From an optimization exercise on the open Yosys and OpenROAD flow, aimed at small area, a short achievable clock period and few clock cycles per item; shortcuts taken in it are not production practice. Only simulation tests tie the RTL to the original design; equivalence was not proved.

==> flow/design.v <==
module rsmul (
    r_r, 
    r_i, 
    s_r, 
    mul_r, 
    mul_i
);
    input signed [5:0] r_r, r_i;
    input [1:0] s_r;
    output signed [8:0] mul_r, mul_i;
    wire signed [2:0] s;
    assign s = {1'b0, s_r};
    assign mul_r = s * r_r;
    assign mul_i = s * r_i;
endmodule
module ml_demodulator(
    i_clk,
    i_reset,
    i_trig,
    i_y_hat,
    i_r,
    i_rd_rdy,
    o_rd_vld,
    o_llr,
    o_hard_bit
);
input i_clk;
input i_reset;
input i_trig;
input [159:0] i_y_hat;
input [319:0] i_r;
input i_rd_rdy;
output o_rd_vld;
output [7:0] o_llr;
output o_hard_bit;
function [11:0] abs1;             
    input [11:0] x;
    abs1 = x[11] ? ~x : x;
endfunction
function [11:0] sx10;             
    input [9:0] x;
    sx10 = {{2{x[9]}}, x};
endfunction
function [9:0] rsx;
    input [9:0] r, i;
    input s, t;
    rsx = (r ^ {10{s}}) + (i ^ {10{t}});
endfunction
function [11:0] wmin;
    input [11:0] x;
    input [9:0]  a;
    reg   [11:0] w;
    begin
        w = abs1(x) + {3'b111, a[8:0]} + {11'd0, ~x[11]};
        wmin = {1'b0, abs1(w)} & 12'h7ff;      
    end
endfunction
function warg;
    input [11:0] x;
    input [9:0]  a;
    warg = a[9] ? (~x[11] | (&x)) : x[11];
endfunction
wire [39:0] r34, r24, r14, r23, r13, r12;
wire [19:0] r44, r33, r22, r11;
assign {r44, r34, r24, r14, r33, r23, r13, r22, r12, r11} = i_r;
wire [39:0] y4 = i_y_hat[159:120], y3 = i_y_hat[119:80], y2 = i_y_hat[79:40], y1 = i_y_hat[39:0];
reg [5:0] y4r, y4i, y3r, y3i, y2r, y2i, y1r, y1i;
reg [9:0] q44, q33, q22, q11;
reg [9:0] q34r, q34i, q24r, q24i, q14r, q14i, q23r, q13r, q13i, q12r, q12i;
reg [7:0] q23i;
always @(posedge i_clk) begin
    if (i_trig) begin
        y4r <= y4[18:13]; y4i <= y4[38:33];
        y3r <= y3[18:13]; y3i <= y3[38:33];
        y2r <= y2[18:13]; y2i <= y2[38:33];
        y1r <= y1[18:13]; y1i <= y1[38:33];
        q44 <= r44[19:10]; q33 <= r33[19:10]; q22 <= {r22[19], ~(r22[18:10] ^ {9{r22[19]}})};
        q11 <= {r11[19], ~(r11[18:10] ^ {9{r11[19]}})};
        q34r <= r34[19:10]; q34i <= r34[39:30];
        q24r <= r24[19:10]; q24i <= r24[39:30];
        q14r <= r14[19:10]; q14i <= r14[39:30];
        q23r <= r23[19:10]; q23i <= r23[39:32];
        q13r <= r13[19:10]; q13i <= r13[39:30];
        q12r <= r12[19:10]; q12i <= r12[39:30];
    end
end
function [11:0] y12;
    input [5:0] y;
    reg [7:0] t;
    begin
        t = {{2{y[5]}}, y} + {y[5], y, 1'b0};
        y12 = {{2{t[7]}}, t, 2'b00};
    end
endfunction
reg        run;         
reg [3:0]  idx;         
reg        vB, vC, vD;
reg [3:0]  idxD;        
always @(posedge i_clk or posedge i_reset) begin
    if (i_reset) begin
        run <= 1'b0; idx <= 4'd0;
        vB <= 1'b0; vC <= 1'b0; vD <= 1'b0;
        idxD <= 4'd0;
    end else begin
        if (i_trig) begin
            run <= 1'b1; idx <= 4'd0;
        end else if (run) begin
            idx <= idx + 4'd1;
            if (idx == 4'd15) run <= 1'b0;
        end
        vB <= run; vC <= vB; vD <= vC;
        if (vD) idxD <= idxD + 4'd1;
    end
end
wire [1:0] j4 = idx[3:2];
wire [1:0] m  = idx[1:0];
wire [9:0]  rs44r = q44 ^ {{9{j4[0]}}, 1'b1};
wire [9:0]  rs44i = q44 ^ {{9{j4[1]}}, 1'b1};
wire [11:0] a4r = y12(y4r) - sx10(rs44r);     
wire [11:0] a4i = y12(y4i) - sx10(rs44i);
wire [9:0]  rs34r = rsx(q34r, q34i, j4[0], ~j4[1]);
wire [9:0]  rs34i = rsx(q34r, q34i, j4[1],  j4[0]);
wire [11:0] x3r = y12(y3r) - sx10(rs34r) - sx10(q33 ^ {10{m[0]}});
wire [11:0] x3i = y12(y3i) - sx10(rs34i) - sx10(q33 ^ {10{m[1]}});
wire [10:0] a4ra = abs1(a4r);
wire [10:0] a4ia = abs1(a4i);
wire [10:0] l4 = {1'b0, a4ra[9:0]} + {1'b0, a4ia[9:0]};
wire [9:0]  rs24r = rsx(q24r, q24i, j4[0], ~j4[1]);
wire [9:0]  rs24i = rsx(q24r, q24i, j4[1],  j4[0]);
wire [10:0] t23r = {1'b0, q23r} ^ {{9{m[0]}}, 2'b0};
wire [10:0] t23r2 = {q23i ^ {8{~m[1]}}, 2'b00};
wire [10:0] t23i = {q23r[9:1] ^ {9{m[1]}}, 1'b0};
wire [10:0] t23i2 = {q23i[7:1] ^ {7{m[0]}}, 3'b0};
wire [9:0]  rs23r = t23r[9:0] + t23r2[9:0];
wire [9:0]  rs23i = t23i[9:0] + t23i2[9:0];
wire [11:0] x2r = {y12(y2r)} + 12'd2 - sx10(rs24r) - sx10(rs23r);
wire [11:0] x2i = {y12(y2i)} + 12'd2 - sx10(rs24i) - sx10(rs23i);
wire [9:0]  rs14r = rsx(q14r, q14i, j4[0], ~j4[1]);
wire [9:0]  rs14i = rsx(q14r, q14i, j4[1],  j4[0]);
wire [9:0]  rs13r = rsx(q13r, q13i, m[0], ~m[1]);
wire [9:0]  rs13i = rsx(q13r, q13i, m[1],  m[0]);
wire [11:0] x1br = y12(y1r) - sx10(rs14r) - sx10(rs13r);
wire [11:0] x1bi = y12(y1i) - sx10(rs14i) - sx10(rs13i);
reg [11:0] x2rB, x2iB, x1brB, x1biB, x3rB, x3iB;
reg [10:0] lB;
always @(posedge i_clk) begin
    x2rB <= x2r; x2iB <= x2i; x1brB <= x1br; x1biB <= x1bi;
    x3rB <= x3r; x3iB <= x3i;
    lB <= l4;
end
wire        p2r = warg(x2rB, q22);
wire        p2i = warg(x2iB, q22);
wire [12:0] lBn = lB + abs1(x3rB) + abs1(x3iB) + wmin(x2rB, q22) + wmin(x2iB, q22);
wire [9:0]  rs12r = rsx(q12r, q12i, p2r, ~p2i);
wire [9:0]  rs12i = rsx(q12r, q12i, p2i,  p2r);
wire [11:0] x1r = x1brB - sx10(rs12r);
wire [11:0] x1i = x1biB - sx10(rs12i);
reg [11:0] x1rC, x1iC;
reg [12:0] lC;
reg [1:0]  p2C;
always @(posedge i_clk) begin
    x1rC <= x1r; x1iC <= x1i;
    lC <= lBn;
    p2C <= {p2i, p2r};
end
wire        p1r = warg(x1rC, q11);
wire        p1i = warg(x1iC, q11);
wire [12:0] tC = lC + wmin(x1rC, q11) + wmin(x1iC, q11);
reg [12:0] tD;
reg [1:0]  p1D, p2D;
always @(posedge i_clk) begin
    tD <= tC;
    p1D <= {p1i, p1r};
    p2D <= p2C;
end
reg [12:0] best;
reg [7:0]  res;
reg        have;
reg [2:0]  ptr;
wire take = vD & ((idxD == 4'd0) | (tD < best));
wire last = vD & (idxD == 4'd15);
wire rd   = i_rd_rdy & (have | last);
always @(posedge i_clk) begin
    if (take) begin
        best <= tD;
        res  <= {idxD, p2D, p1D};
    end
end
always @(posedge i_clk or posedge i_reset) begin
    if (i_reset) begin
        have <= 1'b0;
        ptr  <= 3'd0;
    end else begin
        if (last) begin
            have <= 1'b1;
            ptr  <= {2'b00, i_rd_rdy};
        end else if (rd) begin
            ptr <= ptr + 3'd1;
            if (ptr == 3'd7) have <= 1'b0;
        end
    end
end
assign o_rd_vld   = rd;
assign o_hard_bit = last ? (take ? p1D[0] : res[0]) : res[ptr];
assign o_llr      = {o_hard_bit, 6'b000000, 1'b1};
endmodule
Settings: LEC_CHECK=0, ABC_AREA=1, CAP_MARGIN=20, CORE_MARGIN=2, CORE_UTILIZATION=55, PLACE_DENSITY=0.7, SLEW_MARGIN=20; clock period 11.0 ns.
standard.sh (not shown) runs the stock make flow with config.mk's settings and CLKGATE_MAP_FILE= SYNTH_SCRIPT=/design/flow/synth_recipe.tcl, a recipe that flattens the netlist after the stock synthesis.
==> flow/flow/run.sh <==
#!/bin/bash
# Standard layout (the standard.sh), with
#  - the port buffers made of plain buffer cells (buf_1) instead of the
#    delay-buffer cells buffer_ports picks by default (every input and
#    output port still gets its own buffer);
#  - timing repair asked to over-fix setup by 6.3 ns (the constraints and
#    the clock period are unchanged);
#  - a clock tree with larger sink clusters and no dummy loads.
set -o pipefail
export BUFFER_PORTS_ARGS="-buffer_cell sky130_fd_sc_hd__buf_1"
export SETUP_SLACK_MARGIN=6.3
export CTS_ARGS="-sink_clustering_enable -repair_clock_nets -dont_use_dummy_load -sink_clustering_size 16 -sink_clustering_max_diameter 60 -buf_list sky130_fd_sc_hd__clkbuf_8"
bash standard.sh > standard_flow.log 2>&1
The starting point completed without violations.
Testbench counts at the start, summed over its fixed seeds: cycles 24,968, items 960.
Change:
==> flow/flow/run.sh (replaced) <==
#!/bin/bash
# Standard layout (the standard.sh), with
#  - the port buffers made of plain buffer cells (buf_1) instead of the
#    delay-buffer cells buffer_ports picks by default (every input and
#    output port still gets its own buffer);
#  - timing repair asked to over-fix setup by 6.25 ns (the constraints and
#    the clock period are unchanged);
#  - a clock tree with larger sink clusters and no dummy loads.
set -o pipefail
export BUFFER_PORTS_ARGS="-buffer_cell sky130_fd_sc_hd__buf_1"
export SETUP_SLACK_MARGIN=6.25
export CTS_ARGS="-sink_clustering_enable -repair_clock_nets -dont_use_dummy_load -sink_clustering_size 20 -sink_clustering_max_diameter 70 -buf_list sky130_fd_sc_hd__clkbuf_8"
bash standard.sh > standard_flow.log 2>&1
CORE_UTILIZATION = 50   (was 55)
PLACE_DENSITY = 0.65   (was 0.7)
=>
- wire length is about the same
- maximum frequency hardly moves
- core utilization goes down by 5.8 points
- sequential cell count does not change
- setup slack gains 0.0056 ns
- clock-buffer cell count goes down by 5
Change:
--- a/flow/flow/run.sh
+++ b/flow/flow/run.sh
@@ -10,4 +10,4 @@
 export BUFFER_PORTS_ARGS="-buffer_cell sky130_fd_sc_hd__buf_1"
 export SETUP_SLACK_MARGIN=6.25
-export CTS_ARGS="-sink_clustering_enable -repair_clock_nets -dont_use_dummy_load -sink_clustering_size 20 -sink_clustering_max_diameter 70 -buf_list sky130_fd_sc_hd__clkbuf_8"
+export CTS_ARGS="-sink_clustering_enable -repair_clock_nets -dont_use_dummy_load -sink_clustering_size 16 -sink_clustering_max_diameter 60 -buf_list sky130_fd_sc_hd__clkbuf_8"
 bash standard.sh > standard_flow.log 2>&1
CORE_UTILIZATION = 55   (was 50)
PLACE_DENSITY = 0.7   (was 0.65)
Worst setup slack loses 0.026 ns.
Die area drops by a little under a tenth.
Hold slack loses 0.0032 ns.
Sequential share of layout area climbs by 0.15 points.
Cell area drops slightly.
Critical path depth does not change.
Synthesized area is unchanged.
Clock-buffer cell count climbs by 8.
Change:
==> flow/flow/run.sh (replaced) <==
#!/bin/bash
# Standard layout (the standard.sh), with
#  - the port buffers made of plain buffer cells (buf_1) instead of the
#    delay-buffer cells buffer_ports picks by default (every input and
#    output port still gets its own buffer);
#  - timing repair asked to over-fix setup by 6.3 ns (the constraints and
#    the clock period are unchanged);
#  - a clock tree with larger sink clusters and no dummy loads.
set -o pipefail
export BUFFER_PORTS_ARGS="-buffer_cell sky130_fd_sc_hd__buf_1"
export SETUP_SLACK_MARGIN=6.3
export CTS_ARGS="-sink_clustering_enable -repair_clock_nets -dont_use_dummy_load -sink_clustering_size 24 -sink_clustering_max_diameter 80 -buf_list sky130_fd_sc_hd__clkbuf_16"
bash standard.sh > standard_flow.log 2>&1
CORE_UTILIZATION = 40   (was 55)
PLACE_DENSITY = 0.6   (was 0.7)
After rerunning:
- sequential share of layout area came out lower by 0.72 points
- critical path depth is unchanged
- routed wire length barely changes
- worst setup slack barely changes
- utilization went down by 16 points
- non-clock buffer count is higher by 21
- global-route usage shrinks by 6.2 points
Change:
==> flow/flow/run.sh (replaced) <==
#!/bin/bash
# Standard layout (the standard.sh), with
#  - the port buffers made of plain buffer cells (buf_1) instead of the
#    delay-buffer cells buffer_ports picks by default (every input and
#    output port still gets its own buffer);
#  - timing repair asked to over-fix setup by 6.25 ns (the constraints and
#    the clock period are unchanged);
#  - a clock tree with larger sink clusters and no dummy loads.
set -o pipefail
export BUFFER_PORTS_ARGS="-buffer_cell sky130_fd_sc_hd__buf_1"
export SETUP_SLACK_MARGIN=6.25
export CTS_ARGS="-sink_clustering_enable -repair_clock_nets -dont_use_dummy_load -sink_clustering_size 20 -sink_clustering_max_diameter 70 -buf_list sky130_fd_sc_hd__clkbuf_8"
bash standard.sh > standard_flow.log 2>&1
CORE_UTILIZATION = 55   (was 40)
GPL_TIMING_DRIVEN = 0   (was not set)
PLACE_DENSITY = 0.7   (was 0.6)
Non-clock buffer count rises by 44.
Cell count falls by about 5.4%.
Utilization rises by 17 points.
Synthesized cell count is unchanged.
Change:
==> flow/flow/run.sh (replaced) <==
#!/bin/bash
# Standard layout (the standard.sh), with
#  - the port buffers made of plain buffer cells (buf_1) instead of the
#    delay-buffer cells buffer_ports picks by default (every input and
#    output port still gets its own buffer);
#  - timing repair asked to over-fix setup by 6.3 ns (the constraints and
#    the clock period are unchanged);
#  - a clock tree with larger sink clusters and no dummy loads.
set -o pipefail
export BUFFER_PORTS_ARGS="-buffer_cell sky130_fd_sc_hd__buf_1"
export SETUP_SLACK_MARGIN=6.3
export CTS_ARGS="-sink_clustering_enable -repair_clock_nets -dont_use_dummy_load -sink_clustering_size 16 -sink_clustering_max_diameter 60 -buf_list sky130_fd_sc_hd__clkbuf_8"
bash standard.sh > standard_flow.log 2>&1
CORE_UTILIZATION = 40   (was 55)
GPL_TIMING_DRIVEN = not set   (was 0)
PLACE_DENSITY = 0.6   (was 0.7)
First-iteration DRC count shrinks by 23%. Flip-flop and latch count does not change. Worst setup slack gets better by 0.11 ns. Final area grows by 0.37%. Core utilization shrinks by 17 points. Via count shrinks by 3.8%. Sequential share of layout area hardly moves.

afterwards: timing with drivers on the ports:
In the flow no input, the clock included, has a driving cell. The finished layouts below were timed again as built, in two steps. Step 1, drivers: a clkbuf_16 drives i_clk and a buf_2 each remaining input, both assumed. Step 2 also shifts input and output timing later by t, the mid clock arrival at the registers, as if the neighbouring blocks saw the same clock. a / b / c = ideal / step 1 / step 2; a / b = the first two.
run	t, ns	slack for setup (ns)	worst register clock-pin slew, ns
the first run	0.662	6.272 / 6.224 / 6.224	0.09 / 0.09
the second run	0.718	6.278 / 6.242 / 6.242	0.12 / 0.12
the third run	0.667	6.252 / 6.207 / 6.207	0.10 / 0.10
the fourth run	0.649	6.250 / 6.208 / 5.707	0.09 / 0.09
the fifth run	0.710	6.141 / 6.100 / 5.544	0.12 / 0.12
the sixth run	0.672	6.248 / 6.206 / 5.674	0.10 / 0.10
After both steps every run listed still meets setup and hold. For the fifth run, which loses most, drivers alone change the setup slack by -0.041 ns; drivers and shift together by -0.597 ns.
